This is an optimization exercise on Yosys and OpenROAD, whose aim is small area and a short achievable clock period, not a production implementation.
RTL that was checked went through simulation tests only; none was proved equivalent to the original.
For runs 2 to 4, only the layout was checked, not whether the RTL still works.

==> flow/design.v (outline; a module is shown in full before it is edited, if it fits) <==
// module full_adder: 10 lines
// module final_adder: 244 lines
// module fp32_unpacker: 20 lines
// module fp32_aligner: 18 lines
// module wallace_tree_8_inputs: 507 lines
// module fp32_normalizer_rounder: 471 lines
// module fp32_packer: 14 lines
// module fp32_adder_tree_8_inputs: 841 lines
module fp32_adder_tree_8_inputs (
    input wire clk,
    input wire rst_n,
    input wire [127:0] dvr_fp32addtree8to1_s0,
    input wire [127:0] dvr_fp32addtree8to1_s1,
    input wire [2:0] cru_fp32addtree8to1,
    output wire [127:0] dr_fp32addtree8to1_d
);
  // ...
==> flow/flow/run.sh <==
#!/bin/bash
# Layout flow: ORFS, with two changes to its synthesis script and a setup
# margin for timing repair.
#  - synthesis: Yosys's generic synth step runs without its quick ABC pass, so
#    the full adders written in the RTL reach extract_fa as written (no
#    inverters around them); the final ABC mapping uses flow/abc.script.
#  - layout: standard steps; repair_timing aims at SETUP_SLACK_MARGIN; the
#    port buffers are the platform's smallest buffer.
# Each tool's output goes to ORFS's own logs (orfs/logs/...); make's output to flow.log.
set -euo pipefail
HERE=$(pwd)
FL=$HERE/flow
source $FL/params.sh
sed -e 's#^source \$::env(SCRIPTS_DIR)/synth_preamble.tcl#&\nset abc_args [lreplace $abc_args 1 1 '"$FL"'/abc.script]#' \
    -e 's#synth -top \$::env(DESIGN_NAME) -run fine: {\*}\$synth_full_args#& -noabc#' \
    $FLOW_HOME/scripts/synth.tcl > $HERE/my_synth.tcl
grep -q -- '-noabc' $HERE/my_synth.tcl
grep -q 'abc.script\]' $HERE/my_synth.tcl
sed -e "s#source \$::env(SCRIPTS_DIR)/synth.tcl#source $HERE/my_synth.tcl#" synth_recipe.tcl > my_synth_recipe.tcl
grep -q my_synth.tcl my_synth_recipe.tcl
sed -e "s#SYNTH_SCRIPT=[^ ]*#SYNTH_SCRIPT=$HERE/my_synth_recipe.tcl#" standard.sh > my_standard.sh
grep -q my_synth_recipe.tcl my_standard.sh
export SETUP_SLACK_MARGIN=$MARGIN
# every port still gets a buffer, the smallest one
export BUFFER_PORTS_ARGS="${PORTBUF:--buffer_cell sky130_fd_sc_hd__buf_1}"
bash my_standard.sh finish > flow.log 2>&1
==> flow/flow/abc.script <==
strash
dch
map -B 0.9
mfs
strash
dch
map -B 0.9
topo
stime -c
buffer -c
upsize -c
dnsize -c
==> flow/flow/params.sh <==
MARGIN=36
export SETUP_MOVE_SEQUENCE=unbuffer,sizeup,swap,buffer
==> flow/standard.sh <==
#!/bin/bash
# synth_recipe.tcl (not shown) runs the flow's synth.tcl, then flattens the netlist and writes it again
# the make line also repeats each setting of config.mk as NAME=value (left out here)
make -C /OpenROAD-flow-scripts/flow DESIGN_CONFIG=/design/flow/config.mk WORK_HOME=/design/flow/orfs CLKGATE_MAP_FILE= SYNTH_SCRIPT=/design/flow/synth_recipe.tcl "${@:-finish}"
==> flow/config.mk <==
export PLATFORM = sky130hd
export DESIGN_NAME = fp32_adder_tree_8_inputs
export DESIGN_NICKNAME = fp32_adder_tree_8_inputs
export VERILOG_FILES = /design/flow/design.v
export SDC_FILE = /design/flow/constraint.sdc
export NUM_CORES = 8
export LEC_CHECK = 0
export ABC_AREA = 1
export CAP_MARGIN = 20
export CORE_MARGIN = 2
export CORE_UTILIZATION = 40
export SLEW_MARGIN = 20
==> flow/constraint.sdc <==
create_clock -name core_clock -period 64.0 [get_ports {clk}]
set_input_delay 12.8000 -clock core_clock [delete_from_list [all_inputs] [get_ports {clk}]]
set_output_delay 12.8000 -clock core_clock [all_outputs]
set_load 0.01 [all_outputs]
==> summary.txt, run 1 <==
Logic synthesis
  • Syn Inst Count: between 5000 and 6000
  • Mux contribution to synthesized area: 0.03692
  • Seq/Total Area, Yosys: 0.02833
  • Post-synthesis xor/xnor area fraction: 0.1049
  • Post-synth net total: slightly below 6000

Route
  • Routed len/inst: roughly 20 um
  • Initial DRC count: approximately 3600
  • DRC violations left: 0
  • DRT Pass-1 Iters: 7

Floorplanning
  • Starting density of the core: 0.4056
  • Num tapcells: slightly above 1000

Global route
  • GR Layer Usage met2: 0.5211
  • Number of global-route vias before repair: roughly 32000
  • Largest net degree at the start of global routing: 45

Placement
  • HPWL after DPL: between 100 and 150 mm

Critical path
  • CP Capture Type: flip-flop
  • Slowest CP cell: fa_1
  • Startpoint class of the critical path: input port
  • Worst EP arrival: 27.53 ns

Outcome
  • Status: timing/DRC/antenna clean

STA
  • Slew Viols, Final: 0
  • Final Critical Period: around 27 ns
  • Slew headroom: 0.2570
  • Max Fclk: around 37 MHz

Final layout
  • Top cell category: multi-input combinational cells
  • Cell Count, Final, Fillers Out: roughly 6500
  • Register fraction of the total cell area: 0.02513
  • Area grow syn2layout: 12.73%
  • Share of layout cells above drive strength 1: 0.09138
==> module fp32_adder_tree_8_inputs, before the edit <==
module fp32_adder_tree_8_inputs (
    input wire clk,
    input wire rst_n,
    input wire [127:0] dvr_fp32addtree8to1_s0,
    input wire [127:0] dvr_fp32addtree8to1_s1,
    input wire [2:0] cru_fp32addtree8to1,
    output wire [127:0] dr_fp32addtree8to1_d
);
    genvar i;
    wire [7:0] sgn, hid, inf, nan;
    wire [7:0] ex [0:7];
    wire [22:0] man [0:7];
    generate
        for (i = 0; i < 8; i = i + 1) begin : unpack_gen
            fp32_unpacker u (
                .fp_in({dvr_fp32addtree8to1_s1[16*i +: 16], dvr_fp32addtree8to1_s0[16*i +: 16]}),
                .sign(sgn[i]), .exponent(ex[i]), .hidden(hid[i]), .mantissa(man[i]),
                .is_inf(inf[i]), .is_nan(nan[i]));
        end
    endgenerate
    wire pinf = |(inf & ~sgn);
    wire ninf = |(inf & sgn);
    wire res_nan = (|nan) | (pinf & ninf);
    wire res_inf = pinf | ninf;
    wire all_neg = &sgn;
    wire [7:0] x0 = ex[0];
    wire [7:0] x1 = ex[1];
    wire [7:0] x2 = ex[2];
    wire [7:0] x3 = ex[3];
    wire [7:0] x4 = ex[4];
    wire [7:0] x5 = ex[5];
    wire [7:0] x6 = ex[6];
    wire [7:0] x7 = ex[7];
    wire mx_1 = x0[0] & ~x1[0];
    wire mx_2 = x0[1] & ~x1[1];
    wire mx_3 = x0[2] & ~x1[2];
    wire mx_4 = x0[3] & ~x1[3];
    wire mx_5 = x0[4] & ~x1[4];
    wire mx_6 = x0[5] & ~x1[5];
    wire mx_7 = x0[6] & ~x1[6];
    wire mx_8 = x0[7] & ~x1[7];
    wire mx_9 = x0[0] | ~x1[0];
    wire mx_10 = x0[1] | ~x1[1];
    wire mx_11 = x0[2] | ~x1[2];
    wire mx_12 = x0[3] | ~x1[3];
    wire mx_13 = x0[4] | ~x1[4];
    wire mx_14 = x0[5] | ~x1[5];
    wire mx_15 = x0[6] | ~x1[6];
    wire mx_16 = x0[7] | ~x1[7];
    wire mx_17 = mx_1 | (mx_9 & 1'b1);
    wire mx_18 = mx_2 | (mx_10 & mx_17);
    wire mx_19 = mx_10 & mx_9;
    wire mx_20 = mx_3 | (mx_11 & mx_2);
    wire mx_21 = mx_11 & mx_10;
    wire mx_22 = mx_4 | (mx_12 & mx_3);
    wire mx_23 = mx_12 & mx_11;
    wire mx_24 = mx_5 | (mx_13 & mx_4);
    wire mx_25 = mx_13 & mx_12;
    wire mx_26 = mx_6 | (mx_14 & mx_5);
    wire mx_27 = mx_14 & mx_13;
    wire mx_28 = mx_7 | (mx_15 & mx_6);
    wire mx_29 = mx_15 & mx_14;
    wire mx_30 = mx_8 | (mx_16 & mx_7);
    wire mx_31 = mx_16 & mx_15;
    wire mx_32 = mx_20 | (mx_21 & mx_17);
    wire mx_33 = mx_21 & mx_9;
    wire mx_34 = mx_22 | (mx_23 & mx_18);
    wire mx_35 = mx_23 & mx_19;
    wire mx_36 = mx_24 | (mx_25 & mx_20);
    wire mx_37 = mx_25 & mx_21;
    wire mx_38 = mx_26 | (mx_27 & mx_22);
    wire mx_39 = mx_27 & mx_23;
    wire mx_40 = mx_28 | (mx_29 & mx_24);
    wire mx_41 = mx_29 & mx_25;
    wire mx_42 = mx_30 | (mx_31 & mx_26);
    wire mx_43 = mx_31 & mx_27;
    wire mx_44 = mx_36 | (mx_37 & mx_17);
    wire mx_45 = mx_37 & mx_9;
    wire mx_46 = mx_38 | (mx_39 & mx_18);
    wire mx_47 = mx_39 & mx_19;
    wire mx_48 = mx_40 | (mx_41 & mx_32);
    wire mx_49 = mx_41 & mx_33;
    wire mx_50 = mx_42 | (mx_43 & mx_34);
    wire mx_51 = mx_43 & mx_35;
    wire [7:0] mx0_0 = mx_50 ? x0 : x1;
    wire mx_52 = x2[0] & ~x3[0];
    wire mx_53 = x2[1] & ~x3[1];
    wire mx_54 = x2[2] & ~x3[2];
    wire mx_55 = x2[3] & ~x3[3];
    wire mx_56 = x2[4] & ~x3[4];
    wire mx_57 = x2[5] & ~x3[5];
    wire mx_58 = x2[6] & ~x3[6];
    wire mx_59 = x2[7] & ~x3[7];
    wire mx_60 = x2[0] | ~x3[0];
    wire mx_61 = x2[1] | ~x3[1];
    wire mx_62 = x2[2] | ~x3[2];
    wire mx_63 = x2[3] | ~x3[3];
    wire mx_64 = x2[4] | ~x3[4];
    wire mx_65 = x2[5] | ~x3[5];
    wire mx_66 = x2[6] | ~x3[6];
    wire mx_67 = x2[7] | ~x3[7];
    wire mx_68 = mx_52 | (mx_60 & 1'b1);
    wire mx_69 = mx_53 | (mx_61 & mx_68);
    wire mx_70 = mx_61 & mx_60;
    wire mx_71 = mx_54 | (mx_62 & mx_53);
    wire mx_72 = mx_62 & mx_61;
    wire mx_73 = mx_55 | (mx_63 & mx_54);
    wire mx_74 = mx_63 & mx_62;
    wire mx_75 = mx_56 | (mx_64 & mx_55);
    wire mx_76 = mx_64 & mx_63;
    wire mx_77 = mx_57 | (mx_65 & mx_56);
    wire mx_78 = mx_65 & mx_64;
    wire mx_79 = mx_58 | (mx_66 & mx_57);
    wire mx_80 = mx_66 & mx_65;
    wire mx_81 = mx_59 | (mx_67 & mx_58);
    wire mx_82 = mx_67 & mx_66;
    wire mx_83 = mx_71 | (mx_72 & mx_68);
    wire mx_84 = mx_72 & mx_60;
    wire mx_85 = mx_73 | (mx_74 & mx_69);
    wire mx_86 = mx_74 & mx_70;
    wire mx_87 = mx_75 | (mx_76 & mx_71);
    wire mx_88 = mx_76 & mx_72;
    wire mx_89 = mx_77 | (mx_78 & mx_73);
    wire mx_90 = mx_78 & mx_74;
    wire mx_91 = mx_79 | (mx_80 & mx_75);
    wire mx_92 = mx_80 & mx_76;
    wire mx_93 = mx_81 | (mx_82 & mx_77);
    wire mx_94 = mx_82 & mx_78;
    wire mx_95 = mx_87 | (mx_88 & mx_68);
    wire mx_96 = mx_88 & mx_60;
    wire mx_97 = mx_89 | (mx_90 & mx_69);
    wire mx_98 = mx_90 & mx_70;
    wire mx_99 = mx_91 | (mx_92 & mx_83);
    wire mx_100 = mx_92 & mx_84;
    wire mx_101 = mx_93 | (mx_94 & mx_85);
    wire mx_102 = mx_94 & mx_86;
    wire [7:0] mx0_1 = mx_101 ? x2 : x3;
    wire mx_103 = x4[0] & ~x5[0];
    wire mx_104 = x4[1] & ~x5[1];
    wire mx_105 = x4[2] & ~x5[2];
    wire mx_106 = x4[3] & ~x5[3];
    wire mx_107 = x4[4] & ~x5[4];
    wire mx_108 = x4[5] & ~x5[5];
    wire mx_109 = x4[6] & ~x5[6];
    wire mx_110 = x4[7] & ~x5[7];
    wire mx_111 = x4[0] | ~x5[0];
    wire mx_112 = x4[1] | ~x5[1];
    wire mx_113 = x4[2] | ~x5[2];
    wire mx_114 = x4[3] | ~x5[3];
    wire mx_115 = x4[4] | ~x5[4];
    wire mx_116 = x4[5] | ~x5[5];
    wire mx_117 = x4[6] | ~x5[6];
    wire mx_118 = x4[7] | ~x5[7];
    wire mx_119 = mx_103 | (mx_111 & 1'b1);
    wire mx_120 = mx_104 | (mx_112 & mx_119);
    wire mx_121 = mx_112 & mx_111;
    wire mx_122 = mx_105 | (mx_113 & mx_104);
    wire mx_123 = mx_113 & mx_112;
    wire mx_124 = mx_106 | (mx_114 & mx_105);
    wire mx_125 = mx_114 & mx_113;
    wire mx_126 = mx_107 | (mx_115 & mx_106);
    wire mx_127 = mx_115 & mx_114;
    wire mx_128 = mx_108 | (mx_116 & mx_107);
    wire mx_129 = mx_116 & mx_115;
    wire mx_130 = mx_109 | (mx_117 & mx_108);
    wire mx_131 = mx_117 & mx_116;
    wire mx_132 = mx_110 | (mx_118 & mx_109);
    wire mx_133 = mx_118 & mx_117;
    wire mx_134 = mx_122 | (mx_123 & mx_119);
    wire mx_135 = mx_123 & mx_111;
    wire mx_136 = mx_124 | (mx_125 & mx_120);
    wire mx_137 = mx_125 & mx_121;
    wire mx_138 = mx_126 | (mx_127 & mx_122);
    wire mx_139 = mx_127 & mx_123;
    wire mx_140 = mx_128 | (mx_129 & mx_124);
    wire mx_141 = mx_129 & mx_125;
    wire mx_142 = mx_130 | (mx_131 & mx_126);
    wire mx_143 = mx_131 & mx_127;
    wire mx_144 = mx_132 | (mx_133 & mx_128);
    wire mx_145 = mx_133 & mx_129;
    wire mx_146 = mx_138 | (mx_139 & mx_119);
    wire mx_147 = mx_139 & mx_111;
    wire mx_148 = mx_140 | (mx_141 & mx_120);
    wire mx_149 = mx_141 & mx_121;
    wire mx_150 = mx_142 | (mx_143 & mx_134);
    wire mx_151 = mx_143 & mx_135;
    wire mx_152 = mx_144 | (mx_145 & mx_136);
    wire mx_153 = mx_145 & mx_137;
    wire [7:0] mx0_2 = mx_152 ? x4 : x5;
    wire mx_154 = x6[0] & ~x7[0];
    wire mx_155 = x6[1] & ~x7[1];
    wire mx_156 = x6[2] & ~x7[2];
    wire mx_157 = x6[3] & ~x7[3];
    wire mx_158 = x6[4] & ~x7[4];
    wire mx_159 = x6[5] & ~x7[5];
    wire mx_160 = x6[6] & ~x7[6];
    wire mx_161 = x6[7] & ~x7[7];
    wire mx_162 = x6[0] | ~x7[0];
    wire mx_163 = x6[1] | ~x7[1];
    wire mx_164 = x6[2] | ~x7[2];
    wire mx_165 = x6[3] | ~x7[3];
    wire mx_166 = x6[4] | ~x7[4];
    wire mx_167 = x6[5] | ~x7[5];
    wire mx_168 = x6[6] | ~x7[6];
    wire mx_169 = x6[7] | ~x7[7];
    wire mx_170 = mx_154 | (mx_162 & 1'b1);
    wire mx_171 = mx_155 | (mx_163 & mx_170);
    wire mx_172 = mx_163 & mx_162;
    wire mx_173 = mx_156 | (mx_164 & mx_155);
    wire mx_174 = mx_164 & mx_163;
    wire mx_175 = mx_157 | (mx_165 & mx_156);
    wire mx_176 = mx_165 & mx_164;
    wire mx_177 = mx_158 | (mx_166 & mx_157);
    wire mx_178 = mx_166 & mx_165;
    wire mx_179 = mx_159 | (mx_167 & mx_158);
    wire mx_180 = mx_167 & mx_166;
    wire mx_181 = mx_160 | (mx_168 & mx_159);
    wire mx_182 = mx_168 & mx_167;
    wire mx_183 = mx_161 | (mx_169 & mx_160);
    wire mx_184 = mx_169 & mx_168;
    wire mx_185 = mx_173 | (mx_174 & mx_170);
    wire mx_186 = mx_174 & mx_162;
    wire mx_187 = mx_175 | (mx_176 & mx_171);
    wire mx_188 = mx_176 & mx_172;
    wire mx_189 = mx_177 | (mx_178 & mx_173);
    wire mx_190 = mx_178 & mx_174;
    wire mx_191 = mx_179 | (mx_180 & mx_175);
    wire mx_192 = mx_180 & mx_176;
    wire mx_193 = mx_181 | (mx_182 & mx_177);
    wire mx_194 = mx_182 & mx_178;
    wire mx_195 = mx_183 | (mx_184 & mx_179);
    wire mx_196 = mx_184 & mx_180;
    wire mx_197 = mx_189 | (mx_190 & mx_170);
    wire mx_198 = mx_190 & mx_162;
    wire mx_199 = mx_191 | (mx_192 & mx_171);
    wire mx_200 = mx_192 & mx_172;
    wire mx_201 = mx_193 | (mx_194 & mx_185);
    wire mx_202 = mx_194 & mx_186;
    wire mx_203 = mx_195 | (mx_196 & mx_187);
    wire mx_204 = mx_196 & mx_188;
    wire [7:0] mx0_3 = mx_203 ? x6 : x7;
    wire mx_205 = mx0_0[0] & ~mx0_1[0];
    wire mx_206 = mx0_0[1] & ~mx0_1[1];
    wire mx_207 = mx0_0[2] & ~mx0_1[2];
    wire mx_208 = mx0_0[3] & ~mx0_1[3];
    wire mx_209 = mx0_0[4] & ~mx0_1[4];
    wire mx_210 = mx0_0[5] & ~mx0_1[5];
    wire mx_211 = mx0_0[6] & ~mx0_1[6];
    wire mx_212 = mx0_0[7] & ~mx0_1[7];
    wire mx_213 = mx0_0[0] | ~mx0_1[0];
    wire mx_214 = mx0_0[1] | ~mx0_1[1];
    wire mx_215 = mx0_0[2] | ~mx0_1[2];
    wire mx_216 = mx0_0[3] | ~mx0_1[3];
    wire mx_217 = mx0_0[4] | ~mx0_1[4];
    wire mx_218 = mx0_0[5] | ~mx0_1[5];
    wire mx_219 = mx0_0[6] | ~mx0_1[6];
    wire mx_220 = mx0_0[7] | ~mx0_1[7];
    wire mx_221 = mx_205 | (mx_213 & 1'b1);
    wire mx_222 = mx_206 | (mx_214 & mx_221);
    wire mx_223 = mx_214 & mx_213;
    wire mx_224 = mx_207 | (mx_215 & mx_206);
    wire mx_225 = mx_215 & mx_214;
    wire mx_226 = mx_208 | (mx_216 & mx_207);
    wire mx_227 = mx_216 & mx_215;
    wire mx_228 = mx_209 | (mx_217 & mx_208);
    wire mx_229 = mx_217 & mx_216;
    wire mx_230 = mx_210 | (mx_218 & mx_209);
    wire mx_231 = mx_218 & mx_217;
    wire mx_232 = mx_211 | (mx_219 & mx_210);
    wire mx_233 = mx_219 & mx_218;
    wire mx_234 = mx_212 | (mx_220 & mx_211);
    wire mx_235 = mx_220 & mx_219;
    wire mx_236 = mx_224 | (mx_225 & mx_221);
    wire mx_237 = mx_225 & mx_213;
    wire mx_238 = mx_226 | (mx_227 & mx_222);
    wire mx_239 = mx_227 & mx_223;
    wire mx_240 = mx_228 | (mx_229 & mx_224);
    wire mx_241 = mx_229 & mx_225;
    wire mx_242 = mx_230 | (mx_231 & mx_226);
    wire mx_243 = mx_231 & mx_227;
    wire mx_244 = mx_232 | (mx_233 & mx_228);
    wire mx_245 = mx_233 & mx_229;
    wire mx_246 = mx_234 | (mx_235 & mx_230);
    wire mx_247 = mx_235 & mx_231;
    wire mx_248 = mx_240 | (mx_241 & mx_221);
    wire mx_249 = mx_241 & mx_213;
    wire mx_250 = mx_242 | (mx_243 & mx_222);
    wire mx_251 = mx_243 & mx_223;
    wire mx_252 = mx_244 | (mx_245 & mx_236);
    wire mx_253 = mx_245 & mx_237;
    wire mx_254 = mx_246 | (mx_247 & mx_238);
    wire mx_255 = mx_247 & mx_239;
    wire [7:0] mx1_0 = mx_254 ? mx0_0 : mx0_1;
    wire mx_256 = mx0_2[0] & ~mx0_3[0];
    wire mx_257 = mx0_2[1] & ~mx0_3[1];
    wire mx_258 = mx0_2[2] & ~mx0_3[2];
    wire mx_259 = mx0_2[3] & ~mx0_3[3];
    wire mx_260 = mx0_2[4] & ~mx0_3[4];
    wire mx_261 = mx0_2[5] & ~mx0_3[5];
    wire mx_262 = mx0_2[6] & ~mx0_3[6];
    wire mx_263 = mx0_2[7] & ~mx0_3[7];
    wire mx_264 = mx0_2[0] | ~mx0_3[0];
    wire mx_265 = mx0_2[1] | ~mx0_3[1];
    wire mx_266 = mx0_2[2] | ~mx0_3[2];
    wire mx_267 = mx0_2[3] | ~mx0_3[3];
    wire mx_268 = mx0_2[4] | ~mx0_3[4];
    wire mx_269 = mx0_2[5] | ~mx0_3[5];
    wire mx_270 = mx0_2[6] | ~mx0_3[6];
    wire mx_271 = mx0_2[7] | ~mx0_3[7];
    wire mx_272 = mx_256 | (mx_264 & 1'b1);
    wire mx_273 = mx_257 | (mx_265 & mx_272);
    wire mx_274 = mx_265 & mx_264;
    wire mx_275 = mx_258 | (mx_266 & mx_257);
    wire mx_276 = mx_266 & mx_265;
    wire mx_277 = mx_259 | (mx_267 & mx_258);
    wire mx_278 = mx_267 & mx_266;
    wire mx_279 = mx_260 | (mx_268 & mx_259);
    wire mx_280 = mx_268 & mx_267;
    wire mx_281 = mx_261 | (mx_269 & mx_260);
    wire mx_282 = mx_269 & mx_268;
    wire mx_283 = mx_262 | (mx_270 & mx_261);
    wire mx_284 = mx_270 & mx_269;
    wire mx_285 = mx_263 | (mx_271 & mx_262);
    wire mx_286 = mx_271 & mx_270;
    wire mx_287 = mx_275 | (mx_276 & mx_272);
    wire mx_288 = mx_276 & mx_264;
    wire mx_289 = mx_277 | (mx_278 & mx_273);
    wire mx_290 = mx_278 & mx_274;
    wire mx_291 = mx_279 | (mx_280 & mx_275);
    wire mx_292 = mx_280 & mx_276;
    wire mx_293 = mx_281 | (mx_282 & mx_277);
    wire mx_294 = mx_282 & mx_278;
    wire mx_295 = mx_283 | (mx_284 & mx_279);
    wire mx_296 = mx_284 & mx_280;
    wire mx_297 = mx_285 | (mx_286 & mx_281);
    wire mx_298 = mx_286 & mx_282;
    wire mx_299 = mx_291 | (mx_292 & mx_272);
    wire mx_300 = mx_292 & mx_264;
    wire mx_301 = mx_293 | (mx_294 & mx_273);
    wire mx_302 = mx_294 & mx_274;
    wire mx_303 = mx_295 | (mx_296 & mx_287);
    wire mx_304 = mx_296 & mx_288;
    wire mx_305 = mx_297 | (mx_298 & mx_289);
    wire mx_306 = mx_298 & mx_290;
    wire [7:0] mx1_1 = mx_305 ? mx0_2 : mx0_3;
    wire mx_307 = mx1_0[0] & ~mx1_1[0];
    wire mx_308 = mx1_0[1] & ~mx1_1[1];
    wire mx_309 = mx1_0[2] & ~mx1_1[2];
    wire mx_310 = mx1_0[3] & ~mx1_1[3];
    wire mx_311 = mx1_0[4] & ~mx1_1[4];
    wire mx_312 = mx1_0[5] & ~mx1_1[5];
    wire mx_313 = mx1_0[6] & ~mx1_1[6];
    wire mx_314 = mx1_0[7] & ~mx1_1[7];
    wire mx_315 = mx1_0[0] | ~mx1_1[0];
    wire mx_316 = mx1_0[1] | ~mx1_1[1];
    wire mx_317 = mx1_0[2] | ~mx1_1[2];
    wire mx_318 = mx1_0[3] | ~mx1_1[3];
    wire mx_319 = mx1_0[4] | ~mx1_1[4];
    wire mx_320 = mx1_0[5] | ~mx1_1[5];
    wire mx_321 = mx1_0[6] | ~mx1_1[6];
    wire mx_322 = mx1_0[7] | ~mx1_1[7];
    wire mx_323 = mx_307 | (mx_315 & 1'b1);
    wire mx_324 = mx_308 | (mx_316 & mx_323);
    wire mx_325 = mx_316 & mx_315;
    wire mx_326 = mx_309 | (mx_317 & mx_308);
    wire mx_327 = mx_317 & mx_316;
    wire mx_328 = mx_310 | (mx_318 & mx_309);
    wire mx_329 = mx_318 & mx_317;
    wire mx_330 = mx_311 | (mx_319 & mx_310);
    wire mx_331 = mx_319 & mx_318;
    wire mx_332 = mx_312 | (mx_320 & mx_311);
    wire mx_333 = mx_320 & mx_319;
    wire mx_334 = mx_313 | (mx_321 & mx_312);
    wire mx_335 = mx_321 & mx_320;
    wire mx_336 = mx_314 | (mx_322 & mx_313);
    wire mx_337 = mx_322 & mx_321;
    wire mx_338 = mx_326 | (mx_327 & mx_323);
    wire mx_339 = mx_327 & mx_315;
    wire mx_340 = mx_328 | (mx_329 & mx_324);
    wire mx_341 = mx_329 & mx_325;
    wire mx_342 = mx_330 | (mx_331 & mx_326);
    wire mx_343 = mx_331 & mx_327;
    wire mx_344 = mx_332 | (mx_333 & mx_328);
    wire mx_345 = mx_333 & mx_329;
    wire mx_346 = mx_334 | (mx_335 & mx_330);
    wire mx_347 = mx_335 & mx_331;
    wire mx_348 = mx_336 | (mx_337 & mx_332);
    wire mx_349 = mx_337 & mx_333;
    wire mx_350 = mx_342 | (mx_343 & mx_323);
    wire mx_351 = mx_343 & mx_315;
    wire mx_352 = mx_344 | (mx_345 & mx_324);
    wire mx_353 = mx_345 & mx_325;
    wire mx_354 = mx_346 | (mx_347 & mx_338);
    wire mx_355 = mx_347 & mx_339;
    wire mx_356 = mx_348 | (mx_349 & mx_340);
    wire mx_357 = mx_349 & mx_341;
    wire [7:0] mx2_0 = mx_356 ? mx1_0 : mx1_1;
    wire [7:0] emax = mx2_0;
    wire [7:0] dif [0:7];
    wire [7:0] nx0 = ~ex[0];
    wire [7:0] d0;
    wire df_1 = emax[0] & nx0[0];
    wire df_2 = emax[1] & nx0[1];
    wire df_3 = emax[2] & nx0[2];
    wire df_4 = emax[3] & nx0[3];
    wire df_5 = emax[4] & nx0[4];
    wire df_6 = emax[5] & nx0[5];
    wire df_7 = emax[6] & nx0[6];
    wire df_8 = emax[7] & nx0[7];
    wire df_9 = emax[0] ^ nx0[0];
    wire df_10 = emax[1] ^ nx0[1];
    wire df_11 = emax[2] ^ nx0[2];
    wire df_12 = emax[3] ^ nx0[3];
    wire df_13 = emax[4] ^ nx0[4];
    wire df_14 = emax[5] ^ nx0[5];
    wire df_15 = emax[6] ^ nx0[6];
    wire df_16 = emax[7] ^ nx0[7];
    wire df_17 = df_1 | (df_9 & 1'b1);
    wire df_18 = df_2 | (df_10 & df_17);
    wire df_19 = df_10 & df_9;
    wire df_20 = df_4 | (df_12 & df_3);
    wire df_21 = df_12 & df_11;
    wire df_22 = df_6 | (df_14 & df_5);
    wire df_23 = df_14 & df_13;
    wire df_24 = df_8 | (df_16 & df_7);
    wire df_25 = df_16 & df_15;
    wire df_26 = df_20 | (df_21 & df_18);
    wire df_27 = df_21 & df_19;
    wire df_28 = df_24 | (df_25 & df_22);
    wire df_29 = df_25 & df_23;
    wire df_30 = df_28 | (df_29 & df_26);
    wire df_31 = df_29 & df_27;
    wire df_32 = df_22 | (df_23 & df_26);
    wire df_33 = df_23 & df_27;
    wire df_34 = df_3 | (df_11 & df_18);
    wire df_35 = df_11 & df_19;
    wire df_36 = df_5 | (df_13 & df_26);
    wire df_37 = df_13 & df_27;
    wire df_38 = df_7 | (df_15 & df_32);
    wire df_39 = df_15 & df_33;
    assign d0[0] = df_9 ^ 1'b1;
    assign d0[1] = df_10 ^ df_17;
    assign d0[2] = df_11 ^ df_18;
    assign d0[3] = df_12 ^ df_34;
    assign d0[4] = df_13 ^ df_26;
    assign d0[5] = df_14 ^ df_36;
    assign d0[6] = df_15 ^ df_32;
    assign d0[7] = df_16 ^ df_38;
    assign dif[0] = d0;
    wire [7:0] nx1 = ~ex[1];
    wire [7:0] d1;
    wire df_40 = emax[0] & nx1[0];
    wire df_41 = emax[1] & nx1[1];
    wire df_42 = emax[2] & nx1[2];
    wire df_43 = emax[3] & nx1[3];
    wire df_44 = emax[4] & nx1[4];
    wire df_45 = emax[5] & nx1[5];
    wire df_46 = emax[6] & nx1[6];
    wire df_47 = emax[7] & nx1[7];
    wire df_48 = emax[0] ^ nx1[0];
    wire df_49 = emax[1] ^ nx1[1];
    wire df_50 = emax[2] ^ nx1[2];
    wire df_51 = emax[3] ^ nx1[3];
    wire df_52 = emax[4] ^ nx1[4];
    wire df_53 = emax[5] ^ nx1[5];
    wire df_54 = emax[6] ^ nx1[6];
    wire df_55 = emax[7] ^ nx1[7];
    wire df_56 = df_40 | (df_48 & 1'b1);
    wire df_57 = df_41 | (df_49 & df_56);
    wire df_58 = df_49 & df_48;
    wire df_59 = df_43 | (df_51 & df_42);
    wire df_60 = df_51 & df_50;
    wire df_61 = df_45 | (df_53 & df_44);
    wire df_62 = df_53 & df_52;
    wire df_63 = df_47 | (df_55 & df_46);
    wire df_64 = df_55 & df_54;
    wire df_65 = df_59 | (df_60 & df_57);
    wire df_66 = df_60 & df_58;
    wire df_67 = df_63 | (df_64 & df_61);
    wire df_68 = df_64 & df_62;
    wire df_69 = df_67 | (df_68 & df_65);
    wire df_70 = df_68 & df_66;
    wire df_71 = df_61 | (df_62 & df_65);
    wire df_72 = df_62 & df_66;
    wire df_73 = df_42 | (df_50 & df_57);
    wire df_74 = df_50 & df_58;
    wire df_75 = df_44 | (df_52 & df_65);
    wire df_76 = df_52 & df_66;
    wire df_77 = df_46 | (df_54 & df_71);
    wire df_78 = df_54 & df_72;
    assign d1[0] = df_48 ^ 1'b1;
    assign d1[1] = df_49 ^ df_56;
    assign d1[2] = df_50 ^ df_57;
    assign d1[3] = df_51 ^ df_73;
    assign d1[4] = df_52 ^ df_65;
    assign d1[5] = df_53 ^ df_75;
    assign d1[6] = df_54 ^ df_71;
    assign d1[7] = df_55 ^ df_77;
    assign dif[1] = d1;
    wire [7:0] nx2 = ~ex[2];
    wire [7:0] d2;
    wire df_79 = emax[0] & nx2[0];
    wire df_80 = emax[1] & nx2[1];
    wire df_81 = emax[2] & nx2[2];
    wire df_82 = emax[3] & nx2[3];
    wire df_83 = emax[4] & nx2[4];
    wire df_84 = emax[5] & nx2[5];
    wire df_85 = emax[6] & nx2[6];
    wire df_86 = emax[7] & nx2[7];
    wire df_87 = emax[0] ^ nx2[0];
    wire df_88 = emax[1] ^ nx2[1];
    wire df_89 = emax[2] ^ nx2[2];
    wire df_90 = emax[3] ^ nx2[3];
    wire df_91 = emax[4] ^ nx2[4];
    wire df_92 = emax[5] ^ nx2[5];
    wire df_93 = emax[6] ^ nx2[6];
    wire df_94 = emax[7] ^ nx2[7];
    wire df_95 = df_79 | (df_87 & 1'b1);
    wire df_96 = df_80 | (df_88 & df_95);
    wire df_97 = df_88 & df_87;
    wire df_98 = df_82 | (df_90 & df_81);
    wire df_99 = df_90 & df_89;
    wire df_100 = df_84 | (df_92 & df_83);
    wire df_101 = df_92 & df_91;
    wire df_102 = df_86 | (df_94 & df_85);
    wire df_103 = df_94 & df_93;
    wire df_104 = df_98 | (df_99 & df_96);
    wire df_105 = df_99 & df_97;
    wire df_106 = df_102 | (df_103 & df_100);
    wire df_107 = df_103 & df_101;
    wire df_108 = df_106 | (df_107 & df_104);
    wire df_109 = df_107 & df_105;
    wire df_110 = df_100 | (df_101 & df_104);
    wire df_111 = df_101 & df_105;
    wire df_112 = df_81 | (df_89 & df_96);
    wire df_113 = df_89 & df_97;
    wire df_114 = df_83 | (df_91 & df_104);
    wire df_115 = df_91 & df_105;
    wire df_116 = df_85 | (df_93 & df_110);
    wire df_117 = df_93 & df_111;
    assign d2[0] = df_87 ^ 1'b1;
    assign d2[1] = df_88 ^ df_95;
    assign d2[2] = df_89 ^ df_96;
    assign d2[3] = df_90 ^ df_112;
    assign d2[4] = df_91 ^ df_104;
    assign d2[5] = df_92 ^ df_114;
    assign d2[6] = df_93 ^ df_110;
    assign d2[7] = df_94 ^ df_116;
    assign dif[2] = d2;
    wire [7:0] nx3 = ~ex[3];
    wire [7:0] d3;
    wire df_118 = emax[0] & nx3[0];
    wire df_119 = emax[1] & nx3[1];
    wire df_120 = emax[2] & nx3[2];
    wire df_121 = emax[3] & nx3[3];
    wire df_122 = emax[4] & nx3[4];
    wire df_123 = emax[5] & nx3[5];
    wire df_124 = emax[6] & nx3[6];
    wire df_125 = emax[7] & nx3[7];
    wire df_126 = emax[0] ^ nx3[0];
    wire df_127 = emax[1] ^ nx3[1];
    wire df_128 = emax[2] ^ nx3[2];
    wire df_129 = emax[3] ^ nx3[3];
    wire df_130 = emax[4] ^ nx3[4];
    wire df_131 = emax[5] ^ nx3[5];
    wire df_132 = emax[6] ^ nx3[6];
    wire df_133 = emax[7] ^ nx3[7];
    wire df_134 = df_118 | (df_126 & 1'b1);
    wire df_135 = df_119 | (df_127 & df_134);
    wire df_136 = df_127 & df_126;
    wire df_137 = df_121 | (df_129 & df_120);
    wire df_138 = df_129 & df_128;
    wire df_139 = df_123 | (df_131 & df_122);
    wire df_140 = df_131 & df_130;
    wire df_141 = df_125 | (df_133 & df_124);
    wire df_142 = df_133 & df_132;
    wire df_143 = df_137 | (df_138 & df_135);
    wire df_144 = df_138 & df_136;
    wire df_145 = df_141 | (df_142 & df_139);
    wire df_146 = df_142 & df_140;
    wire df_147 = df_145 | (df_146 & df_143);
    wire df_148 = df_146 & df_144;
    wire df_149 = df_139 | (df_140 & df_143);
    wire df_150 = df_140 & df_144;
    wire df_151 = df_120 | (df_128 & df_135);
    wire df_152 = df_128 & df_136;
    wire df_153 = df_122 | (df_130 & df_143);
    wire df_154 = df_130 & df_144;
    wire df_155 = df_124 | (df_132 & df_149);
    wire df_156 = df_132 & df_150;
    assign d3[0] = df_126 ^ 1'b1;
    assign d3[1] = df_127 ^ df_134;
    assign d3[2] = df_128 ^ df_135;
    assign d3[3] = df_129 ^ df_151;
    assign d3[4] = df_130 ^ df_143;
    assign d3[5] = df_131 ^ df_153;
    assign d3[6] = df_132 ^ df_149;
    assign d3[7] = df_133 ^ df_155;
    assign dif[3] = d3;
    wire [7:0] nx4 = ~ex[4];
    wire [7:0] d4;
    wire df_157 = emax[0] & nx4[0];
    wire df_158 = emax[1] & nx4[1];
    wire df_159 = emax[2] & nx4[2];
    wire df_160 = emax[3] & nx4[3];
    wire df_161 = emax[4] & nx4[4];
    wire df_162 = emax[5] & nx4[5];
    wire df_163 = emax[6] & nx4[6];
    wire df_164 = emax[7] & nx4[7];
    wire df_165 = emax[0] ^ nx4[0];
    wire df_166 = emax[1] ^ nx4[1];
    wire df_167 = emax[2] ^ nx4[2];
    wire df_168 = emax[3] ^ nx4[3];
    wire df_169 = emax[4] ^ nx4[4];
    wire df_170 = emax[5] ^ nx4[5];
    wire df_171 = emax[6] ^ nx4[6];
    wire df_172 = emax[7] ^ nx4[7];
    wire df_173 = df_157 | (df_165 & 1'b1);
    wire df_174 = df_158 | (df_166 & df_173);
    wire df_175 = df_166 & df_165;
    wire df_176 = df_160 | (df_168 & df_159);
    wire df_177 = df_168 & df_167;
    wire df_178 = df_162 | (df_170 & df_161);
    wire df_179 = df_170 & df_169;
    wire df_180 = df_164 | (df_172 & df_163);
    wire df_181 = df_172 & df_171;
    wire df_182 = df_176 | (df_177 & df_174);
    wire df_183 = df_177 & df_175;
    wire df_184 = df_180 | (df_181 & df_178);
    wire df_185 = df_181 & df_179;
    wire df_186 = df_184 | (df_185 & df_182);
    wire df_187 = df_185 & df_183;
    wire df_188 = df_178 | (df_179 & df_182);
    wire df_189 = df_179 & df_183;
    wire df_190 = df_159 | (df_167 & df_174);
    wire df_191 = df_167 & df_175;
    wire df_192 = df_161 | (df_169 & df_182);
    wire df_193 = df_169 & df_183;
    wire df_194 = df_163 | (df_171 & df_188);
    wire df_195 = df_171 & df_189;
    assign d4[0] = df_165 ^ 1'b1;
    assign d4[1] = df_166 ^ df_173;
    assign d4[2] = df_167 ^ df_174;
    assign d4[3] = df_168 ^ df_190;
    assign d4[4] = df_169 ^ df_182;
    assign d4[5] = df_170 ^ df_192;
    assign d4[6] = df_171 ^ df_188;
    assign d4[7] = df_172 ^ df_194;
    assign dif[4] = d4;
    wire [7:0] nx5 = ~ex[5];
    wire [7:0] d5;
    wire df_196 = emax[0] & nx5[0];
    wire df_197 = emax[1] & nx5[1];
    wire df_198 = emax[2] & nx5[2];
    wire df_199 = emax[3] & nx5[3];
    wire df_200 = emax[4] & nx5[4];
    wire df_201 = emax[5] & nx5[5];
    wire df_202 = emax[6] & nx5[6];
    wire df_203 = emax[7] & nx5[7];
    wire df_204 = emax[0] ^ nx5[0];
    wire df_205 = emax[1] ^ nx5[1];
    wire df_206 = emax[2] ^ nx5[2];
    wire df_207 = emax[3] ^ nx5[3];
    wire df_208 = emax[4] ^ nx5[4];
    wire df_209 = emax[5] ^ nx5[5];
    wire df_210 = emax[6] ^ nx5[6];
    wire df_211 = emax[7] ^ nx5[7];
    wire df_212 = df_196 | (df_204 & 1'b1);
    wire df_213 = df_197 | (df_205 & df_212);
    wire df_214 = df_205 & df_204;
    wire df_215 = df_199 | (df_207 & df_198);
    wire df_216 = df_207 & df_206;
    wire df_217 = df_201 | (df_209 & df_200);
    wire df_218 = df_209 & df_208;
    wire df_219 = df_203 | (df_211 & df_202);
    wire df_220 = df_211 & df_210;
    wire df_221 = df_215 | (df_216 & df_213);
    wire df_222 = df_216 & df_214;
    wire df_223 = df_219 | (df_220 & df_217);
    wire df_224 = df_220 & df_218;
    wire df_225 = df_223 | (df_224 & df_221);
    wire df_226 = df_224 & df_222;
    wire df_227 = df_217 | (df_218 & df_221);
    wire df_228 = df_218 & df_222;
    wire df_229 = df_198 | (df_206 & df_213);
    wire df_230 = df_206 & df_214;
    wire df_231 = df_200 | (df_208 & df_221);
    wire df_232 = df_208 & df_222;
    wire df_233 = df_202 | (df_210 & df_227);
    wire df_234 = df_210 & df_228;
    assign d5[0] = df_204 ^ 1'b1;
    assign d5[1] = df_205 ^ df_212;
    assign d5[2] = df_206 ^ df_213;
    assign d5[3] = df_207 ^ df_229;
    assign d5[4] = df_208 ^ df_221;
    assign d5[5] = df_209 ^ df_231;
    assign d5[6] = df_210 ^ df_227;
    assign d5[7] = df_211 ^ df_233;
    assign dif[5] = d5;
    wire [7:0] nx6 = ~ex[6];
    wire [7:0] d6;
    wire df_235 = emax[0] & nx6[0];
    wire df_236 = emax[1] & nx6[1];
    wire df_237 = emax[2] & nx6[2];
    wire df_238 = emax[3] & nx6[3];
    wire df_239 = emax[4] & nx6[4];
    wire df_240 = emax[5] & nx6[5];
    wire df_241 = emax[6] & nx6[6];
    wire df_242 = emax[7] & nx6[7];
    wire df_243 = emax[0] ^ nx6[0];
    wire df_244 = emax[1] ^ nx6[1];
    wire df_245 = emax[2] ^ nx6[2];
    wire df_246 = emax[3] ^ nx6[3];
    wire df_247 = emax[4] ^ nx6[4];
    wire df_248 = emax[5] ^ nx6[5];
    wire df_249 = emax[6] ^ nx6[6];
    wire df_250 = emax[7] ^ nx6[7];
    wire df_251 = df_235 | (df_243 & 1'b1);
    wire df_252 = df_236 | (df_244 & df_251);
    wire df_253 = df_244 & df_243;
    wire df_254 = df_238 | (df_246 & df_237);
    wire df_255 = df_246 & df_245;
    wire df_256 = df_240 | (df_248 & df_239);
    wire df_257 = df_248 & df_247;
    wire df_258 = df_242 | (df_250 & df_241);
    wire df_259 = df_250 & df_249;
    wire df_260 = df_254 | (df_255 & df_252);
    wire df_261 = df_255 & df_253;
    wire df_262 = df_258 | (df_259 & df_256);
    wire df_263 = df_259 & df_257;
    wire df_264 = df_262 | (df_263 & df_260);
    wire df_265 = df_263 & df_261;
    wire df_266 = df_256 | (df_257 & df_260);
    wire df_267 = df_257 & df_261;
    wire df_268 = df_237 | (df_245 & df_252);
    wire df_269 = df_245 & df_253;
    wire df_270 = df_239 | (df_247 & df_260);
    wire df_271 = df_247 & df_261;
    wire df_272 = df_241 | (df_249 & df_266);
    wire df_273 = df_249 & df_267;
    assign d6[0] = df_243 ^ 1'b1;
    assign d6[1] = df_244 ^ df_251;
    assign d6[2] = df_245 ^ df_252;
    assign d6[3] = df_246 ^ df_268;
    assign d6[4] = df_247 ^ df_260;
    assign d6[5] = df_248 ^ df_270;
    assign d6[6] = df_249 ^ df_266;
    assign d6[7] = df_250 ^ df_272;
    assign dif[6] = d6;
    wire [7:0] nx7 = ~ex[7];
    wire [7:0] d7;
    wire df_274 = emax[0] & nx7[0];
    wire df_275 = emax[1] & nx7[1];
    wire df_276 = emax[2] & nx7[2];
    wire df_277 = emax[3] & nx7[3];
    wire df_278 = emax[4] & nx7[4];
    wire df_279 = emax[5] & nx7[5];
    wire df_280 = emax[6] & nx7[6];
    wire df_281 = emax[7] & nx7[7];
    wire df_282 = emax[0] ^ nx7[0];
    wire df_283 = emax[1] ^ nx7[1];
    wire df_284 = emax[2] ^ nx7[2];
    wire df_285 = emax[3] ^ nx7[3];
    wire df_286 = emax[4] ^ nx7[4];
    wire df_287 = emax[5] ^ nx7[5];
    wire df_288 = emax[6] ^ nx7[6];
    wire df_289 = emax[7] ^ nx7[7];
    wire df_290 = df_274 | (df_282 & 1'b1);
    wire df_291 = df_275 | (df_283 & df_290);
    wire df_292 = df_283 & df_282;
    wire df_293 = df_277 | (df_285 & df_276);
    wire df_294 = df_285 & df_284;
    wire df_295 = df_279 | (df_287 & df_278);
    wire df_296 = df_287 & df_286;
    wire df_297 = df_281 | (df_289 & df_280);
    wire df_298 = df_289 & df_288;
    wire df_299 = df_293 | (df_294 & df_291);
    wire df_300 = df_294 & df_292;
    wire df_301 = df_297 | (df_298 & df_295);
    wire df_302 = df_298 & df_296;
    wire df_303 = df_301 | (df_302 & df_299);
    wire df_304 = df_302 & df_300;
    wire df_305 = df_295 | (df_296 & df_299);
    wire df_306 = df_296 & df_300;
    wire df_307 = df_276 | (df_284 & df_291);
    wire df_308 = df_284 & df_292;
    wire df_309 = df_278 | (df_286 & df_299);
    wire df_310 = df_286 & df_300;
    wire df_311 = df_280 | (df_288 & df_305);
    wire df_312 = df_288 & df_306;
    assign d7[0] = df_282 ^ 1'b1;
    assign d7[1] = df_283 ^ df_290;
    assign d7[2] = df_284 ^ df_291;
    assign d7[3] = df_285 ^ df_307;
    assign d7[4] = df_286 ^ df_299;
    assign d7[5] = df_287 ^ df_309;
    assign d7[6] = df_288 ^ df_305;
    assign d7[7] = df_289 ^ df_311;
    assign dif[7] = d7;
    wire [255:0] aligned;
    generate
        for (i = 0; i < 8; i = i + 1) begin : align_gen
            fp32_aligner a (
                .sign(sgn[i]), .hidden(hid[i]), .mantissa(man[i]),
                .diff(dif[i]),
                .aligned(aligned[32*i +: 32]));
        end
    endgenerate
    wire [35:0] row_a, row_b, sum;
    wallace_tree_8_inputs tree (.data_in(aligned), .sgn(sgn), .row_a(row_a), .row_b(row_b));
    final_adder cpa (.a(row_a), .b(row_b), .sum(sum));
    wire neg = sum[35];
    wire [34:0] mag = sum[34:0] ^ {35{neg}};
    wire zero = ~|mag;
    wire sign = zero ? all_neg : neg;
    wire [30:0] res;
    wire overflow;
    fp32_normalizer_rounder nr (.mag(mag), .exp_in(emax), .res(res), .overflow(overflow));
    wire [31:0] fp_sum_result;
    fp32_packer pk (.res_nan(res_nan), .res_inf(res_inf), .inf_sign(ninf),
                    .overflow(overflow), .sign(sign), .res(res), .fp_out(fp_sum_result));
    reg [31:0] sum_qn;
    reg        valid_q;
    reg [1:0]  seg_q;
    always @(posedge clk or negedge rst_n) begin
        if (!rst_n) begin
            sum_qn  <= 32'b0;
            valid_q <= 1'b0;
            seg_q   <= 2'b0;
        end else begin
            sum_qn  <= ~fp_sum_result;
            valid_q <= cru_fp32addtree8to1[2];
            seg_q   <= cru_fp32addtree8to1[1:0];
        end
    end
    assign dr_fp32addtree8to1_d = {
        {32{valid_q & (seg_q == 2'b11)}} & ~sum_qn,
        {32{valid_q & (seg_q == 2'b10)}} & ~sum_qn,
        {32{valid_q & (seg_q == 2'b01)}} & ~sum_qn,
        {32{valid_q & (seg_q == 2'b00)}} & ~sum_qn};
endmodule
==> run 2, diff against run 1 <==
--- a/flow/design.v
+++ b/flow/design.v
@@ -2104,14 +2104,14 @@
     fp32_packer pk (.res_nan(res_nan), .res_inf(res_inf), .inf_sign(ninf),
                     .overflow(overflow), .sign(sign), .res(res), .fp_out(fp_sum_result));
-    reg [31:0] sum_qn;
+    reg [31:0] sum_q;
     reg        valid_q;
     reg [1:0]  seg_q;
     always @(posedge clk or negedge rst_n) begin
         if (!rst_n) begin
-            sum_qn  <= 32'b0;
+            sum_q   <= 32'b0;
             valid_q <= 1'b0;
             seg_q   <= 2'b0;
         end else begin
-            sum_qn  <= ~fp_sum_result;
+            sum_q   <= fp_sum_result;
             valid_q <= cru_fp32addtree8to1[2];
             seg_q   <= cru_fp32addtree8to1[1:0];
@@ -2119,7 +2119,7 @@
     end
     assign dr_fp32addtree8to1_d = {
-        {32{valid_q & (seg_q == 2'b11)}} & ~sum_qn,
-        {32{valid_q & (seg_q == 2'b10)}} & ~sum_qn,
-        {32{valid_q & (seg_q == 2'b01)}} & ~sum_qn,
-        {32{valid_q & (seg_q == 2'b00)}} & ~sum_qn};
+        {32{valid_q & (seg_q == 2'b11)}} & sum_q,
+        {32{valid_q & (seg_q == 2'b10)}} & sum_q,
+        {32{valid_q & (seg_q == 2'b01)}} & sum_q,
+        {32{valid_q & (seg_q == 2'b00)}} & sum_q};
 endmodule
==> flow/flow/abc.script (replaced) <==
strash
dch
map -B 0.9
topo
stime -c
buffer -c
upsize -c
dnsize -c
==> flow/flow/params.sh (replaced) <==
MARGIN=35
==> run 2 against run 1 <==
  * Sequential share of layout area hardly changed
  * Non-clock buffer count fell by 4
  * Highest routed layer unchanged
  * Worst hold slack improved by 0.0072 ns
  * First-iteration DRC count fell by 5.6%
  * Global-route usage grew 0.080 points
  * Still clean on timing, DRC and antenna
==> summary.txt, run 2 <==
Outcome
  • Status: timing/DRC/antenna clean

Route
  • Antenna-violating nets left: 0
  • Final wirelength: 134.6 mm
  • Routed len/inst: 20.22 um (+0.49%)
  • Vias: ~37000
  • Initial DRC count: 3361 (-5.6%)
  • DR vias/cell: 5.533
  • DRC violations left: 0 (unchanged)
  • DRT Pass-1 Iters: 8 (+1)

STA
  • Slew headroom: 0.3071 (+0.05005)
  • Worst Tran Pin Value: ~1.0 ns
  • Setup TNS: 0 ns
  • Max Fclk: 35.83 MHz (-1.9%)
  • Period Utilization, post-route: 0.4361
  • Unrepaired setup endpoints after global routing: false
  • Final Critical Period: 27.91 ns (+0.5368 ns)
  • Hold slack: between 10 and 15 ns
  • Final hold viol count: 0
  • Final setup viols: 0
  • Slew Viols, Final: 0 (unchanged)
  • Fin worst setup slack: 36.09 ns

Critical path
  • Req. time, crit path: 64.16 ns
  • Crit Path Category: input port to flip-flop
  • Slowest stage delay, CP: roughly 0.53 ns
  • Slowest CP cell: fa_1
  • Worst-path fanout max: 48
  • Startpoint class of the critical path: input port
  • Most used cell, CP: nand2_1
  • Worst EP arrival: 28.07 ns (+0.54 ns)
  • CP Capture Type: flip-flop

Clock tree
  • Inserted Clock Buffers: 5
  • Hold_buf cts: 0
  • Clk slew on worst S/H paths: around 0.050 ns
  • Clk sinks: 35
  • Clk root buf: clkbuf_16
  • Clk buf depth: 2
  • CTS tree: done
  • CTS H-tree depth: 2

Placement
  • HPWL after DPL: 114.3 mm (+2.8%)
  • Placed cell count: approximately 6600
  • GPL Wtd Cong: between 1 and 1.5
  • PortBufs: roughly 390
  • Post-Place Setup Slack: 32.31 ns

Logic synthesis
  • Post-synth net total: 5994 (+2.9%)
  • Yosys top cell area share: 0.1795
  • Cell taking the most area after synthesis: nand2_1
  • Syn Inst Count: 5368 (+3.2%)
  • #FFs+latches synth: 35
  • Primary FF master, synth: dfrtp_1
  • Synth async-reset ratio: 1.000
  • Synth top cells by count: nand2_1, o21ai_0, nor2_1
  • Top post-synthesis cells by area: nand2_1, fa_1, xor2_1, o21ai_0, nand3_1
  • Post-synth cell types: 62
  • Post-synth EDFFs: 0
  • Cell area after synthesis: roughly 32000 um^2
  • Average size of a mapped cell: between 5 and 6 um^2
  • Most numerous cell in the Yosys netlist: nand2_1
  • Seq/Total Area, Yosys: 0.02735 (-0.0009842)
  • Synth warn: 1

Floorplanning
  • DIE WIDTH: between 200 and 300 um
  • Die height: between 200 and 300 um
  • Starting density of the core: 0.4047 (-0.0009456)
  • Top Ports: 389
  • Core area: between 70000 and 80000 um^2
  • DIE AREA: between 80000 and 90000 um^2
  • FP Rows: about 100

Global route
  • Tot GR Track Use: 0.3143
  • Largest net degree at the start of global routing: 49 (+8.9%)
  • Initial antenna violation count: 15
  • Total grt overflow: 0
  • First-pass GRT wire length: just over 200 mm
  • Number of global-route vias before repair: 34670 (+6.9%)

Final layout
  • Area grow syn2layout: 10.31%
  • Largest Register: sum_q
  • Max reg flops: 32
  • Most frequent cells in the layout: nand2_1, o21ai_0, nor2_1
  • Cell Count, Final, Fillers Out: 6656 (+2.7%)
  • Commonest non-fill, non-tap cell in the layout: nand2_1
  • Biggest regs: sum_q: 32 flops, seg_q: 2 flops, valid_q: 1 flops
  • Share of layout cells above drive strength 1: 0.06623 (-0.02515)
  • Nets@finish: a little over 6000

Min path
  • Worst hold path class: input port to asynchronous set/reset pin

Flow run
  • Number of max-cap violations: 0
run 2: cell count changes in the layout (fill, tap and decap cells not counted), sizes merged, moves of 14 or more:
cell    delta
nand2    +137
o21ai    -150
o211ai   +110
xnor2     -14
mux2i     +48
nand3     +81
clkbuf    -21
buf       +17
inv       +19
a21oi    -115
nand4     +14
run 2: worst max-delay path, delay by kind of cell:
family	cells	cell delay, ns
AOI/OAI and AO/OA	22	3.96
xor gates and xnor gates	3	0.72
adders and majority gates	10	4.02
buffers and inverters	8	1.34
and+or+nand+nor	41	5.15
run 2: path summary, 6_finish.rpt:
path / start / end / slack (ns) / cells after the start
max in group asynchronous: rst_n / seg_q[1] / 50.85 / 1
min in group core_clock: cru_fp32addtree8to1[0] / seg_q[0] / 12.63 / 1
min: rst_n / sum_q[26] / 12.62 / 1
max: dvr_fp32addtree8to1_s1[91] / sum_q[13] / 36.09 / 84
run 2: layout make-up:
cell class	instances	area [um^2]
Clock inverter	1	30.03
Timing Repair Buffer	495	2321
Timing Repair inverter	11	70.07
Antenna cell	4	10.01
Fill cell	8884	43800
Clock buffer	6	128.9
Tap cell	1050	1314
Multi-Input combinational cell	4553	28610
Inverter	501	1962
Sequential cell	35	875.8
run 2: logic make-up after synthesis:
logic type                 after synthesis  synth area share
and+or+nand+nor                       2737            0.3662
AOI/OAI and AO/OA                      923            0.1626
buffers and inverters                  783           0.09647
adders and majority gates              365            0.1970
xor gates and xnor gates               363           0.09971
muxes                                  162           0.05064
DFF                                     35           0.02735
run 2: what timing repair did:
item,CTS,global route
setup endpoints to repair,31,31
gates resized for setup,51,110
setup buffers,16,48
pin swaps,0,19
cloned,7,7
run 2: per-stage QoR:
stage	cell area (um^2)	util
after floorplan	32020	-
after global placement	33960	0.4291
after detailed placement	33970	0.4293
after CTS	34490	0.4359
after global routing	35320	0.4464
final	35330	0.4464
run 2: layer usage:
| layer | GRT usage | part of all wire |
|---|---|---|
| met1 | 0.4012 | 0.42 |
| met5 | 0 | 0.0011 |
| met4 | 0.1109 | 0.044 |
| met2 | 0.5319 | 0.46 |
| met3 | 0.05421 | 0.070 |
==> run 3, diff against run 2 <==
==> flow/flow/abc.script (replaced) <==
strash
dch
map -B 0.9
strash
dch
map -B 0.9
topo
stime -c
buffer -c
upsize -c
dnsize -c
==> run 3 against run 2 <==
  * Still clean on timing, DRC and antenna
  * Non-clock buffer count fell by 26
  * Via count barely moved
  * Highest routed layer unchanged
  * Critical endpoint is now sum_q[16]
==> summary.txt, run 3 <==
Route
  • Final wirelength: 135.6 mm (+0.74%)
  • Antenna-violating nets left: 0 (unchanged)
  • Initial DRC count: 3364 (+0.089%)
  • DRC violations left: 0 (unchanged)
  • DR vias/cell: 5.526 (-0.12%)
  • Routed len/inst: 20.35 um (+0.65%)
  • Vias: 36810 (-0.033%)
  • DRT Pass-1 Iters: 8 (unchanged)

Placement
  • Placed cell count: 6596 (+0.44%)
  • Post-Place Setup Slack: 32.63 ns (+0.3197 ns)
  • GPL Wtd Cong: 1.080 (+3.6%)
  • Post-DP Area: 33520 um^2 (-1.3%)
  • PortBufs: 388 (unchanged)
  • HPWL after DPL: 114.3 mm (about the same)

Logic synthesis
  • #FFs+latches synth: 35 (unchanged)
  • Post-synth EDFFs: 0 (unchanged)
  • Post-synth cell types: 64 (+3.2%)
  • Most numerous cell in the Yosys netlist: nand2_1
  • Seq/Total Area, Yosys: 0.02778 (+0.0004254)
  • Synth async-reset ratio: 1.000 (unchanged)
  • Primary FF master, synth: dfrtp_1
  • Post-synth net total: 6022 (+0.47%)
  • Average size of a mapped cell: 5.844 um^2 (-2.0%)
  • Yosys top cell area share: 0.1805 (+0.001006)
  • Top post-synthesis cells by area: nand2_1, fa_1, o21ai_0, xor2_1, nor2_1
  • Cell area after synthesis: 31530 um^2 (-1.5%)
  • Syn Inst Count: 5396 (+0.52%)
  • Cell taking the most area after synthesis: nand2_1
  • Synth top cells by count: nand2_1, o21ai_0, nor2_1
  • Synth warn: 1 (unchanged)

STA
  • Unrepaired setup endpoints after global routing: false
  • Slew headroom: 0.2211 (-0.08601)
  • Final hold viol count: 0 (unchanged)
  • Max Fclk: 35.75 MHz (-0.23%)
  • Final setup viols: 0 (unchanged)
  • Fin worst setup slack: 36.03 ns (-0.06410 ns)
  • Period Utilization, post-route: 0.4371 (+0.001002)
  • Worst Tran Pin Value: 1.160 ns (+0.1226 ns)
  • Setup TNS: 0 ns (unchanged)
  • Final Critical Period: 27.97 ns (+0.06410 ns)
  • Slew Viols, Final: 0 (unchanged)
  • Hold slack: 12.62 ns (+0.001200 ns)

Critical path
  • Slowest CP cell: fa_1
  • Slowest stage delay, CP: 0.61 ns (+0.08 ns)
  • Worst EP arrival: 28.13 ns (+0.06 ns)
  • Most used cell, CP: nand2_1
  • Startpoint class of the critical path: input port
  • Worst-path fanout max: 45 (-6.3%)
  • CP Capture Type: flip-flop
  • Crit Path Category: input port to flip-flop
  • Req. time, crit path: 64.15 ns (about the same)

Floorplanning
  • FP Rows: 102 (-0.97%)
  • DIE AREA: 81090 um^2 (-1.5%)
  • Top Ports: 389 (unchanged)
  • Starting density of the core: 0.4057 (+0.001012)
  • DIE WIDTH: 284.8 um (-0.76%)
  • Die height: 284.8 um (-0.76%)
  • Core area: 77720 um^2 (-1.8%)

Clock tree
  • Clk buf depth: 2 (unchanged)
  • Clk slew on worst S/H paths: 0.05 ns (about the same)
  • Inserted Clock Buffers: 5 (unchanged)
  • CTS H-tree depth: 2 (unchanged)
  • CTS tree: done
  • Clk root buf: clkbuf_16
  • Hold_buf cts: 0 (unchanged)
  • Clk sinks: 35 (unchanged)

Global route
  • First-pass GRT wire length: 202.3 mm (-0.12%)
  • Total grt overflow: 0 (unchanged)
  • Largest net degree at the start of global routing: 46 (-6.1%)
  • Number of global-route vias before repair: 34010 (-1.9%)
  • Tot GR Track Use: 0.3179 (+0.003560)
  • Initial antenna violation count: 11 (-4)

Final layout
  • Biggest regs: sum_q: 32 flops, seg_q: 2 flops, valid_q: 1 flops
  • Commonest non-fill, non-tap cell in the layout: nand2_1
  • Share of layout cells above drive strength 1: 0.05731 (-0.008921)
  • Final instance area: 34630 um^2 (-2.0%)
  • Most frequent cells in the layout: nand2_1, o21ai_0, nor2_1
  • Max reg flops: 32 (unchanged)
  • Area grow syn2layout: 9.817%
  • Final Util: 0.4455 (-0.0009050)
  • Nets@finish: 6245 (+0.27%)
  • Largest Register: sum_q
  • Fill count: 8659 (-2.5%)
  • Cell Count, Final, Fillers Out: 6662 (+0.090%)

Min path
  • Worst hold path class: input port to asynchronous set/reset pin

Flow run
  • Number of max-cap violations: 0 (unchanged)

Outcome
  • Status: timing/DRC/antenna clean
-- run 3: cell types whose count changed in the layout (fill, tap and decap cells not counted), moves of 11 or more --
cell	change
nand2_1	-13
nand4_1	-14
mux2i_1	-53
o211ai_1	-105
nor2_2	-12
nand3_1	-35
nor2_1	+22
o21ai_0	+149
a211oi_1	-19
buf_4	-31
a21oi_1	+97
o21ai_1	+11
inv_1	+23
-- run 3: final cells by class --
type | instances | area [um^2] | share of cell area
clock buffer | 6 | 128.9 | 0.003722
timing repair inverter | 11 | 65.06 | 0.001879
antenna | 3 | 7.507 | 0.0002168
clock inverter | 1 | 30.03 | 0.0008672
timing repair buffer | 469 | 2182 | 0.06301
sequential | 35 | 875.8 | 0.02529
tap | 1040 | 1301 | 0.03758
multi-input combinational | 4571 | 27990 | 0.8083
inverter | 526 | 2047 | 0.05911
-- run 3: kinds of logic after synthesis --
logic type | share of synthesized area
flip-flops | 0.02778
buffers and inverters | 0.09868
XOR/XNOR | 0.09749
AND/OR/NAND/NOR | 0.3625
multiplexers | 0.03492
AO/OA/AOI/OAI | 0.1786
adder cells (fa/ha/maj) | 0.2001
-- run 3: path summary, 6_finish.rpt --
check / slack (ns) / cells after the start / end / startpoint
worst min-delay path: 12.62 / 1 / sum_q[29] / rst_n
max in group asynchronous: 50.84 / 1 / sum_q[4] / rst_n
worst max-delay path: 36.03 / 84 / sum_q[16] / dvr_fp32addtree8to1_s1[26]
min in group core_clock: 12.62 / 1 / seg_q[0] / cru_fp32addtree8to1[0]
-- run 3: repair_timing --
action	4_1_cts	5_1_grt
pin swaps	5	13
buffers inserted	11	31
endpoints found under the setup margin	31	31
cloned	5	9
gates resized for setup	38	116
endpoints found under the hold margin	0	0
-- run 3: critical path, delay by kind of cell --
| family | cells | cell delay, ns |
|---|---|---|
| xor+xnor | 4 | 0.93 |
| compound gates | 11 | 1.95 |
| simple gates | 46 | 5.36 |
| fa+ha+maj | 10 | 4.29 |
| buf+inv | 13 | 2.73 |
-- run 3: per-layer routing --
metal  global-route usage  up-vias  share of wire  wire [um]
li1                     -    18050              -          -
met1               0.4138    17090           0.42      56900
met2               0.5273     1410           0.46      62070
met3              0.04096      252          0.068       9256
met4               0.1378       16          0.053       7231
met5                    0        -        0.00077        105
==> run 4, diff against run 3 <==
--- a/flow/flow/abc.script
+++ b/flow/flow/abc.script
@@ -1,2 +1,5 @@
+strash
+dch
+map -B 0.9
 strash
 dch
==> run 4 against run 3 <==
  * Routed wire length up 0.13%
  * Via count down 0.54%
  * Design area up 0.57%
  * Largest cell class unchanged
  * First-iteration DRC count down 1.9%
  * Sequential share of layout area about the same
  * Die area about the same
==> summary.txt, run 4 <==
Outcome
  • Status: timing/DRC/antenna clean

Placement
  • GPL Wtd Cong: 1.065 (-1.4%)

Route
  • Final wirelength: 135.7 mm (+0.13%)
  • DRT Pass-1 Iters: 6 (-2)
  • Routed len/inst: 20.43 um (+0.40%)
  • DRC violations left: 0 (unchanged)
  • Vias: 36610 (-0.54%)
  • Initial DRC count: 3299 (-1.9%)

STA
  • Max Fclk: 35.49 MHz (-0.71%)
  • Final Critical Period: 28.17 ns (+0.1989 ns)
  • Fin worst setup slack: 35.83 ns (-0.1989 ns)
  • Final hold viol count: 0 (unchanged)
  • Unrepaired setup endpoints after global routing: false
  • Slew Viols, Final: 0 (unchanged)

Critical path
  • Most used cell, CP: nand2_1
  • Worst-path fanout max: 19 (-58%)
  • Top cell family by delay on the critical path: simple AND/OR/NAND/NOR gates
  • Buf/Inv on CP: 7 (-6)
  • Req. time, crit path: 64.14 ns (about the same)

Logic synthesis
  • Synth warn: 1 (unchanged)
  • #FFs+latches synth: 35 (unchanged)
  • Yosys top cell area share: 0.1843 (+0.003870)
  • Seq/Total Area, Yosys: 0.02777 (about the same)
  • Synth async-reset ratio: 1.000 (unchanged)
  • Most numerous cell in the Yosys netlist: nand2_1
  • Post-synth cell types: 60 (-6.3%)
  • Cell area after synthesis: 31540 um^2 (about the same)
  • Cell taking the most area after synthesis: nand2_1
  • Post-synth EDFFs: 0 (unchanged)
  • Average size of a mapped cell: 5.878 um^2 (+0.59%)

Global route
  • Tot GR Track Use: 0.3185 (+0.0005779)
  • Number of global-route vias before repair: 33880 (-0.38%)
  • Total grt overflow: 0 (unchanged)
  • Largest net degree at the start of global routing: 44 (-4.3%)
  • First-pass GRT wire length: 202.1 mm (-0.11%)

Floorplanning
  • Starting density of the core: 0.4058 (about the same)
  • Core area: 77720 um^2 (unchanged)
  • Die height: 284.8 um (about the same)

Final layout
  • Largest Register: sum_q
  • Area grow syn2layout: 10.40%
  • Share of layout cells above drive strength 1: 0.06746 (+0.01016)
  • Max reg flops: 32 (unchanged)
  • Biggest regs: sum_q: 32 flops, seg_q: 2 flops, valid_q: 1 flops
  • Commonest non-fill, non-tap cell in the layout: nand2_1

Clock tree
  • CTS H-tree depth: 2 (unchanged)
  • Clk root buf: clkbuf_16
  • CTS tree: done
## run 4: cells by family after synthesis
logic type               count (synthesis)  share of synthesized area
AO/OA/AOI/OAI                         1053                     0.1786
XOR/XNOR                               347                    0.09635
adder cells (fa/ha/maj)                365                     0.2000
buffers and inverters                  772                    0.09746
flip-flops                              35                    0.02777
multiplexers                           125                    0.03967
AND/OR/NAND/NOR                       2669                     0.3601
## run 4: worst max-delay path by stage
stage	depth (start not counted)	from	endpoint
after floorplan	96	dvr_fp32addtree8to1_s1[89]	sum_q[21]
after global placement	84	dvr_fp32addtree8to1_s1[8]	sum_q[2]
after detailed placement	86	dvr_fp32addtree8to1_s1[9]	sum_q[0]
after CTS	89	dvr_fp32addtree8to1_s1[11]	sum_q[21]
after global routing	94	dvr_fp32addtree8to1_s1[93]	sum_q[27]
final	86	dvr_fp32addtree8to1_s1[24]	sum_q[26]
## run 4: cell type report
class,count,area [um^2],share of cell area
clock inverters,2,35.03,0.001006
multi-input cells,4566,28160,0.8087
well taps,1040,1301,0.03737
clock buffers,6,138.9,0.003988
repair inverters,13,80.08,0.002299
repair buffers,486,2287,0.06568
flip-flops and latches,35,875.8,0.02515
diodes,1,2.502,0.00007186
inverters,495,1941,0.05573
## run 4: stage by stage
step / instances / cell area (um^2) / utilization / hold WS (ns)
2_1_floorplan: 5366 / 31540 / - / 12.50
3_3_place_gp: 6567 / 33500 / 0.4310 / 12.92
3_5_place_dp: 6569 / 33520 / 0.4313 / 12.90
4_1_cts: 6595 / 34050 / 0.4381 / 12.62
5_1_grt: 6643 / 34820 / 0.4480 / 12.62
6_report: 6644 / 34820 / 0.4481 / 12.61
## run 4: layer usage
metal  wire, um  track usage  part of all wire
met1      59040       0.4236              0.43
met4       6082       0.1211             0.045
met2      60020       0.5122              0.44
met3      10570      0.05784             0.078
met5         37            0           0.00027
## run 4: what timing repair did
item | CTS | global route
gates resized for setup | 65 | 98
buffers inserted | 8 | 37
pin swaps | 6 | 18
endpoints found under the setup margin | 31 | 31
gates cloned | 10 | 11

what the ideal ports hide:
The results above use ideal ports. As a check the final layouts listed here were re-extracted and re-timed, cells and wires unchanged.
Step 1 sets driving cells, clkbuf_16 on the clock port and buf_2 on the other inputs (assumed; they add their load-dependent delay and slew).
Step 2 adds t to the input delays and takes it off the output delays; t is the mean of the earliest and latest rising clock arrival at the registers after step 1. Input paths then give back, and output paths get back, about the clock's delay inside the block.
Slacks: no drivers / after step 1 / after step 2; pairs: no drivers / after step 1.
run	t (ns)	setup slack, ns	latest minus earliest clock arrival (ns)	worst data-port slew with drivers (ns)
run 1	0.314	36.626 / 36.621 / 36.308	0.005 / 0.005	0.15
run 2	0.315	36.090 / 36.093 / 35.778	0.003 / 0.003	0.11
run 3	0.311	36.025 / 36.028 / 35.717	0.005 / 0.005	0.12
run 4	0.314	35.827 / 35.830 / 35.516	0.005 / 0.004	0.12
After both steps every run listed still meets setup and hold. For run 1, which loses most, drivers alone change the setup slack by -0.005 ns; drivers and shift together by -0.318 ns.
